What follows belongs to an exercise in optimizing a design on an open flow for small area; a production flow would make more cautious choices.
Function was checked by simulation only, so behaviour that the tests miss may differ from the original.
The flow treats the clock pin as an ideal source. Dropping or thinning the clock tree relies on that and would not hold on a real chip.
No activity file was given, so power comes from the tool's default toggle rates.

== oak ==
## wave_wrapper
module wave_wrapper(
 input clk,
 input rst,
 input enable,
 input [2:0] wave_in_wrapper,
 input [2:0] amp_wrapper,
 input [1:0] dc_wrapper,
 input [1:0] sel_f_wrapper,
 input [1:0] noise_sel,
 input [2:0] noise_amp,
 output [23:0] wave_out
);
 reg  [7:0] dcnt;
 reg        clk_en;
 reg  [7:0] dlast;
 always @(*) begin
  case (sel_f_wrapper)
   2'b00: dlast = 8'h32;
   2'b01: dlast = 8'h02;
   2'b10: dlast = 8'h2A;
   default: dlast = 8'h0A;
  endcase
 end
 wire dfb = dcnt[7] ^ dcnt[4] ^ dcnt[2] ^ dcnt[1] ^ ~(|dcnt[6:0]);
 wire dhit = (dcnt == dlast);
 always @(posedge clk) begin
  dcnt   <= (rst | dhit) ? 8'h85 : {dcnt[6:0], dfb};
  clk_en <= ~rst & dhit;
 end
 reg r1, r2, c1, c2;
 reg [7:0] aqq;
 always @(posedge clk) begin
  r1 <= rst;
  r2 <= r1;
  c1 <= clk_en;
  c2 <= c1;
 end
 wire [7:0] ainc;
 rca #(8) u_ainc (.a(aqq), .b(8'd0), .ci(c2), .s(ainc), .co());
 wire [7:0] aprev = r2 ? 8'd0 : ainc;           
 always @(posedge clk) aqq <= aprev;
 wire [2:0] anow_t;
 rca #(3) u_anow (.a(aprev[7:5]), .b(3'd0), .ci(c1 & (&aprev[4:0])), .s(anow_t), .co());
 wire [2:0] anow = r1 ? 3'd0 : anow_t;          
 reg level;
 reg below;
 always @(*) begin
  case (dc_wrapper)
   2'b00: below = (anow == 3'd0);
   2'b01: below = (anow[2:1] == 2'd0);
   2'b10: below = ~anow[2];
   default: below = ~(anow[2] & anow[1]);
  endcase
 end
 always @(posedge clk) level <= below;
 reg [11:0] step_up;
 reg [15:0] step_dn_neg;
 always @(*) begin
  case (sel_f_wrapper)
   2'b00: begin step_up = 12'd2048; step_dn_neg = 16'hFEDC; end   
   2'b01: begin step_up = 12'd1024; step_dn_neg = 16'hFEAB; end   
   2'b10: begin step_up = 12'd512;  step_dn_neg = 16'hFE00; end   
   default: begin step_up = 12'd341; step_dn_neg = 16'hFC00; end  
  endcase
 end
 reg  [15:0] saw_u;
 wire [15:0] saw_sum;
 rca #(16) u_saw (.a(saw_u), .b(clk_en ? {4'd0, step_up} : 16'd0), .ci(1'b0), .s(saw_sum), .co());
 always @(posedge clk)
  saw_u <= (rst | (clk_en & ~level)) ? 16'd0 : saw_sum;
 wire [15:0] saw = {~saw_u[15], saw_u[14:0]};
 reg  [15:0] trig_u;
 wire [15:0] trig_sum;
 wire        trig_co;
  ...
export LEC_CHECK = 0
export ABC_AREA = 1
export CAP_MARGIN = 20
export CORE_MARGIN = 2
export CORE_UTILIZATION = 40
export GPL_TIMING_DRIVEN = 0
export SLEW_MARGIN = 20
create_clock -name core_clock -period 10.0 [get_ports {clk}]
standard.sh (not shown) runs the stock make flow with config.mk's settings and CLKGATE_MAP_FILE= SYNTH_SCRIPT=/design/flow/synth_recipe.tcl, a recipe that flattens the netlist after the stock synthesis.
==> flow/flow/run.sh <==
#!/bin/bash
# Layout flow: the standard ORFS flow (standard.sh) with three changes,
# made in a copy of the ORFS scripts:
#  - synthesis uses flow/abc_area.script as its ABC script (area-oriented
#    mapping of the logic between the registers; the registers themselves
#    are the standard synthesis's, untouched);
#  - port buffers use the smallest buffer cell;
#  - the clock tree is built by flow/clock_tree.tcl (four clock buffers,
#    each driving one quarter of the flip-flops) in place of TritonCTS; the
#    rest of the CTS step (timing repair, legalisation) is ORFS's.
# make's output goes to flow_make.log; each ORFS step logs to orfs/logs/.
set -euo pipefail
here=$(pwd)
rm -rf "$here/scripts"
cp -r "$FLOW_HOME/scripts" "$here/scripts"
cp "$here/flow/abc_area.script" "$here/scripts/abc_area.script"
cp "$here/flow/clock_tree.tcl" "$here/scripts/clock_tree.tcl"
grep -q 'log_cmd clock_tree_synthesis {\*}$cts_args' "$here/scripts/cts.tcl"
sed -i 's|log_cmd clock_tree_synthesis {\*}$cts_args|source $::env(SCRIPTS_DIR)/clock_tree.tcl|' "$here/scripts/cts.tcl"
bash standard.sh SCRIPTS_DIR="$here/scripts" \
  "BUFFER_PORTS_ARGS=-buffer_cell sky130_fd_sc_hd__buf_1" \
  finish > "$here/flow_make.log" 2>&1
==> flow/flow/abc_area.script <==
strash
&get -n
&deepsyn -T 200
&put
dch
map -a
topo
stime -c
Other scripts of this flow, unchanged in this note and not shown: flow/flow/clock_tree.tcl
No stage failed in oak, and the final checks on the layout all came back clean.
Input-level comparison between pine and oak:
--- a/flow/flow/run.sh
+++ b/flow/flow/run.sh
@@ -9,2 +9,2 @@
-#    each driving one quarter of the flip-flops) in place of TritonCTS; the
-#    rest of the CTS step (timing repair, legalisation) is ORFS's.
+#    each driving one quarter of the flip-flops) in place of TritonCTS;
+#    the rest of the CTS step (timing repair, legalisation) is ORFS's.
==> flow/flow/abc_area.script <==
strash
&get -n
&deepsyn -T 200
&dch
&nf -p -R 1000 -F 8 -C 32
&put
topo
Results
- All of pine and oak finish clean.
- On top fanout value on the critical path: between pine and oak, it ends up higher for pine.
- Run comparison: oak master of the slowest instance on the critical path sky130_fd_sc_hd__dfxtp_1; pine master of the slowest instance on the critical path sky130_fd_sc_hd__dfxtp_2
- pine against oak: total wirelength of the detailed-routed design lower; maximum operating frequency roughly the same; worst setup slack roughly the same; final hold slack higher; cell area after synthesis lower.
- What pine reported for maximum number of pins on one net before global-route repair has to be multiplied by 0.67 to get the figure for oak.
For birch, these inputs were changed with respect to pine:
==> flow/flow/abc_area.script <==
strash
&get -n
&deepsyn -T 200
&put
dch
map -a
topo
stime -c
Findings:
birch vs. pine: total power roughly the same, final critical-path setup slack flat, post-synthesis compound-gate area fraction shrank by 4.0 points, total global routing track utilization higher, design area picked up an extra about 1.4%.
The run showing the greater die area is birch.
Comparing pine against birch, there is no change at all in aggregate global routing overflow.
Comparing the two runs side by side, birch comes out behind pine on first-pass GRT wire length.
In birch the count of multi-input gates turned out 12 higher than in pine.
birch ends up with a post-detailed-routing wire length that is 13% higher than in pine.
birch against pine; instance area at placement is up slightly.
No run of this note takes its clock network from TritonCTS; it comes from the design's own scripts or RTL.

========
Setup of run A:
Another version of the RTL of wave_wrapper (not shown whole).
Size: about 110 flip-flops, roughly 42 I/O pins, ~0.0087 mm2 of cells after synthesis.
==> flow/design.v (excerpt) <==
module wave_wrapper(
 input clk,
 input rst,
 input enable,
 input [2:0] wave_in_wrapper,
 input [2:0] amp_wrapper,
 input [1:0] dc_wrapper,
 input [1:0] sel_f_wrapper,
 input [1:0] noise_sel,
 input [2:0] noise_amp,
 output [23:0] wave_out
);
 reg  [7:0] dcnt;
 reg        clk_en;
 reg  [7:0] dlast;
 always @(*) begin
  case (sel_f_wrapper)
   2'b00: dlast = 8'h32;
   2'b01: dlast = 8'h02;
   2'b10: dlast = 8'h2A;
   default: dlast = 8'h0A;
  endcase
 end
 wire dfb = dcnt[7] ^ dcnt[4] ^ dcnt[2] ^ dcnt[1] ^ ~(|dcnt[6:0]);
 wire dhit = (dcnt == dlast);
 always @(posedge clk) begin
  dcnt   <= (rst | dhit) ? 8'h85 : {dcnt[6:0], dfb};
  clk_en <= ~rst & dhit;
 end
 reg r1, r2, c1, c2;
 reg [7:0] aqq;
 always @(posedge clk) begin
  r1 <= rst;
  r2 <= r1;
  c1 <= clk_en;
  c2 <= c1;
 end
 wire [7:0] ainc;
 rca #(8) u_ainc (.a(aqq), .b(8'd0), .ci(c2), .s(ainc), .co());
 wire [7:0] aprev = r2 ? 8'd0 : ainc;           
 always @(posedge clk) aqq <= aprev;
 wire [2:0] anow_t;
 rca #(3) u_anow (.a(aprev[7:5]), .b(3'd0), .ci(c1 & (&aprev[4:0])), .s(anow_t), .co());
 wire [2:0] anow = r1 ? 3'd0 : anow_t;          
 reg level;
 reg below;
 always @(*) begin
  case (dc_wrapper)
   2'b00: below = (anow == 3'd0);
   2'b01: below = (anow[2:1] == 2'd0);
   2'b10: below = ~anow[2];
   default: below = ~(anow[2] & anow[1]);
  endcase
 end
 always @(posedge clk) level <= below;
 reg [11:0] step_up;
 reg [15:0] step_dn_neg;
 always @(*) begin
  case (sel_f_wrapper)
   2'b00: begin step_up = 12'd2048; step_dn_neg = 16'hFEDC; end   
   2'b01: begin step_up = 12'd1024; step_dn_neg = 16'hFEAB; end   
   2'b10: begin step_up = 12'd512;  step_dn_neg = 16'hFE00; end   
   default: begin step_up = 12'd341; step_dn_neg = 16'hFC00; end  
  endcase
 end
 reg  [15:0] saw_u;
 wire [15:0] saw_sum;
  ...
Settings: LEC_CHECK=0, ABC_AREA=1, CAP_MARGIN=20, CORE_MARGIN=2, CORE_UTILIZATION=55, GPL_TIMING_DRIVEN=0, SLEW_MARGIN=20; clock period 10.0 ns.
==> flow/flow/run.sh <==
#!/bin/bash
# Layout flow: the standard ORFS flow (standard.sh) with these changes,
# made in copies of the ORFS scripts:
#  - synthesis uses flow/abc_area.script as its ABC script (ABC's &deepsyn
#    and area-oriented mapping of the logic between the registers; the
#    registers are the standard synthesis's, untouched).  &deepsyn is
#    randomised: synthesis runs once per seed (NSYN seeds, in parallel, each
#    in its own work folder syn_<seed>/) and the smallest netlist is kept;
#  - port buffers use the smallest buffer cell;
#  - the repairs of max slew and capacitance aim at the limits themselves
#    (no margin) up to clock tree synthesis, and 15% below them after
#    global routing, whose parasitics are closer to the final ones;
#  - the clock tree is built by flow/clock_tree.tcl (four clock buffers,
#    each driving one quarter of the flip-flops) in place of TritonCTS; the
#    rest of the CTS step (timing repair, legalisation) is ORFS's.
# Each make's output goes to a log in this folder (synth_<seed>.log,
# flow_make.log); each ORFS step logs to <work folder>/logs/.
set -euo pipefail
here=$(pwd)
NSYN=4
prep_scripts() {
  rm -rf "$1"
  cp -r "$FLOW_HOME/scripts" "$1"
  sed "s/@SEED@/$2/" "$here/flow/abc_area.script" > "$1/abc_area.script"
  cp "$here/flow/clock_tree.tcl" "$1/clock_tree.tcl"
  grep -q 'log_cmd clock_tree_synthesis {\*}$cts_args' "$1/cts.tcl"
  sed -i 's|log_cmd clock_tree_synthesis {\*}$cts_args|source $::env(SCRIPTS_DIR)/clock_tree.tcl|' "$1/cts.tcl"
}
pids=()
for s in $(seq 1 $NSYN); do
  prep_scripts "$here/scripts_$s" "$s"
  bash standard.sh WORK_HOME="$here/syn_$s" SCRIPTS_DIR="$here/scripts_$s" synth \
    > "$here/synth_$s.log" 2>&1 &
  pids+=($!)
done
for p in "${pids[@]}"; do wait "$p" || true; done
best=""; best_area=""
for s in $(seq 1 $NSYN); do
  rpt="$here/syn_$s/reports/$FLOW_PLATFORM/wave_wrapper/base/synth_stat.txt"
  [[ -f "$here/syn_$s/results/$FLOW_PLATFORM/wave_wrapper/base/1_synth.odb" && -f "$rpt" ]] || continue
  a=$(sed -n "s/.*Chip area for module.*: \([0-9.]*\).*/\1/p" "$rpt" | tail -1)
  echo "seed $s: synthesis area $a" | tee -a "$here/synth_choice.log"
  if [[ -z "$best" ]] || awk -v a="$a" -v b="$best_area" 'BEGIN{exit !(a < b)}'; then
    best=$s; best_area=$a
  fi
done
[[ -n "$best" ]]
echo "kept seed $best ($best_area)" | tee -a "$here/synth_choice.log"
mkdir -p "$here/orfs"
cp -a "$here/syn_$best/." "$here/orfs/"
bash standard.sh SCRIPTS_DIR="$here/scripts_$best" \
  "BUFFER_PORTS_ARGS=-buffer_cell sky130_fd_sc_hd__buf_1" \
  CAP_MARGIN=0 SLEW_MARGIN=0 cts > "$here/flow_make.log" 2>&1
bash standard.sh SCRIPTS_DIR="$here/scripts_$best" \
  "BUFFER_PORTS_ARGS=-buffer_cell sky130_fd_sc_hd__buf_1" \
  CAP_MARGIN=15 SLEW_MARGIN=15 finish >> "$here/flow_make.log" 2>&1
Other scripts of this flow, unchanged in this note and not shown: flow/flow/abc_area.script, flow/flow/clock_tree.tcl
Run A: PASS, flow complete, no timing, DRC or antenna violations
### run A -> run B
Settings: CORE_UTILIZATION: 55 -> 60.
-- flow/flow/run.sh --
<<< run A, line 8
#    in its own work folder syn_<seed>/) and the smallest netlist is kept;
#  - port buffers use the smallest buffer cell;
#  - the repairs of max slew and capacitance aim at the limits themselves
#    (no margin) up to clock tree synthesis, and 15% below them after
#    global routing, whose parasitics are closer to the final ones;
#  - the clock tree is built by flow/clock_tree.tcl (four clock buffers,
#    each driving one quarter of the flip-flops) in place of TritonCTS; the
>>> run B, line 8
#    in its own work folder syn_<seed>/) and the smallest netlist is kept;
#  - port buffers use the smallest buffer cell;
#  - the clock tree is built by flow/clock_tree.tcl (four clock buffers,
#    each driving one quarter of the flip-flops) in place of TritonCTS; the
<<< run A, line 51
bash standard.sh SCRIPTS_DIR="$here/scripts_$best" \
  "BUFFER_PORTS_ARGS=-buffer_cell sky130_fd_sc_hd__buf_1" \
  CAP_MARGIN=0 SLEW_MARGIN=0 cts > "$here/flow_make.log" 2>&1
bash standard.sh SCRIPTS_DIR="$here/scripts_$best" \
  "BUFFER_PORTS_ARGS=-buffer_cell sky130_fd_sc_hd__buf_1" \
  CAP_MARGIN=15 SLEW_MARGIN=15 finish >> "$here/flow_make.log" 2>&1
>>> run B, line 48
bash standard.sh SCRIPTS_DIR="$here/scripts_$best" \
  "BUFFER_PORTS_ARGS=-buffer_cell sky130_fd_sc_hd__buf_1" \
  finish > "$here/flow_make.log" 2>&1
--- outcome ---
Via count in run B vs run A: up 284. Looking at global-route met2 utilization, run B sits above run A. Final routed wirelength across all metal layers, run B vs run A: up by a few percent. Lower number of cells after detailed placement among run A and run B: run B. Area growth from synthesis to final layout: run B vs run A — no meaningful difference. Diff run A -> run B: die area went down, number of gates on the worst path with buffers counted went up, core region area went down.
diff inputs: run B => run C
Settings: CORE_UTILIZATION: 60 -> 40.
-- flow/flow/run.sh --
<<< run B, line 8
#    in its own work folder syn_<seed>/) and the smallest netlist is kept;
#  - port buffers use the smallest buffer cell;
#  - the clock tree is built by flow/clock_tree.tcl (four clock buffers,
#    each driving one quarter of the flip-flops) in place of TritonCTS; the
>>> run C, line 8
#    in its own work folder syn_<seed>/) and the smallest netlist is kept;
#  - port buffers use the smallest buffer cell;
#  - the repairs of max slew and capacitance aim at the limits themselves
#    (no margin) up to clock tree synthesis, and 15% below them after
#    global routing, whose parasitics are closer to the final ones;
#  - the clock tree is built by flow/clock_tree.tcl (four clock buffers,
#    each driving one quarter of the flip-flops) in place of TritonCTS; the
<<< run B, line 48
bash standard.sh SCRIPTS_DIR="$here/scripts_$best" \
  "BUFFER_PORTS_ARGS=-buffer_cell sky130_fd_sc_hd__buf_1" \
  finish > "$here/flow_make.log" 2>&1
>>> run C, line 51
bash standard.sh SCRIPTS_DIR="$here/scripts_$best" \
  "BUFFER_PORTS_ARGS=-buffer_cell sky130_fd_sc_hd__buf_1" \
  CAP_MARGIN=0 SLEW_MARGIN=0 cts > "$here/flow_make.log" 2>&1
bash standard.sh SCRIPTS_DIR="$here/scripts_$best" \
  "BUFFER_PORTS_ARGS=-buffer_cell sky130_fd_sc_hd__buf_1" \
  CAP_MARGIN=15 SLEW_MARGIN=15 finish >> "$here/flow_make.log" 2>&1
--- outcome ---
Re antenna diode count: run B and run C aren't equal, and the lower value belongs to run C.
From run B to run C the numbers moved as follows: total non-filler cell area in the finished layout grew by 0.93%, fraction of power consumed by the clock network grew by 0.7 points, total of cells resized after clock tree synthesis grew by 2.
Taking run B as the reference, in run C critical path depth went down, hold slack went down.
Looking at total number of vias across both flows, run C is the stronger of the two, with run B trailing.
Diff run B -> run C: number of distinct library cell variants in the gate-level netlist after synthesis held steady, routed wire length has increased.
In run C relative to run B, first-pass GRT wire length had gone up by a few percent.
Run C: share of the clock period used by the worst path after layout higher than run B
> inputs changed (run C -> run D)
Settings: CORE_UTILIZATION: 40 -> 65.
Findings:
Looking at cell type of the slowest stage on the worst timing path, the dfxtp_2 result is from run D; the dfxtp_1 one comes from run C.
[run D vs run C] via-per-instance ratio: higher in run D
Sort run C and run D by maximum number of pins on one net before global-route repair, descending, and run D comes first.
Delta (run D minus run C): total via count after detailed routing shows an increase of 7.2%, critical path's largest stage delay shows a reduction of 290 ps.
Clock network fraction of total power delta for run D relative to run C: 0.7 points lower
In the tables for run C and run D, wire length reads higher with run C.
No run of this note takes its clock network from TritonCTS; it comes from the design's own scripts or RTL.

-- port drivers added, routing unchanged --
Ports are ideal in the flow. The routed layouts listed here were re-timed in OpenROAD. Step 1: set_driving_cell puts a clkbuf_16 on clk and a buf_2 on each other input, an assumption about the parent block. Step 2 times the ports against the registers' clock, not the clock port: input delays grow and output delays shrink by t, the midpoint of the rising clock arrivals with the driver on. a / b / c = ideal / step 1 / step 2; a / b = the first two.
run	t, ns	setup slack, ns	clock arrival spread, ns	slew at the worst register clock pin (ns)	pins driven straight from the clock port
oak	0.243	0.415 / 0.415 / 0.389	0.013 / 0.012	0.10 / 0.10	4
pine	0.242	0.414 / 0.414 / 0.414	0.017 / 0.017	0.11 / 0.11	4
birch	0.243	0.415 / 0.415 / 0.389	0.013 / 0.012	0.10 / 0.10	4
run A	0.235	0.546 / 0.546 / 0.546	0.010 / 0.010	0.10 / 0.10	4
run B	0.238	0.604 / 0.604 / 0.604	0.011 / 0.011	0.10 / 0.10	4
run C	0.247	0.393 / 0.393 / 0.393	0.018 / 0.019	0.11 / 0.11	4
run D	0.240	0.395 / 0.395 / 0.395	0.009 / 0.009	0.10 / 0.10	4
After both steps every run listed still meets setup and hold.
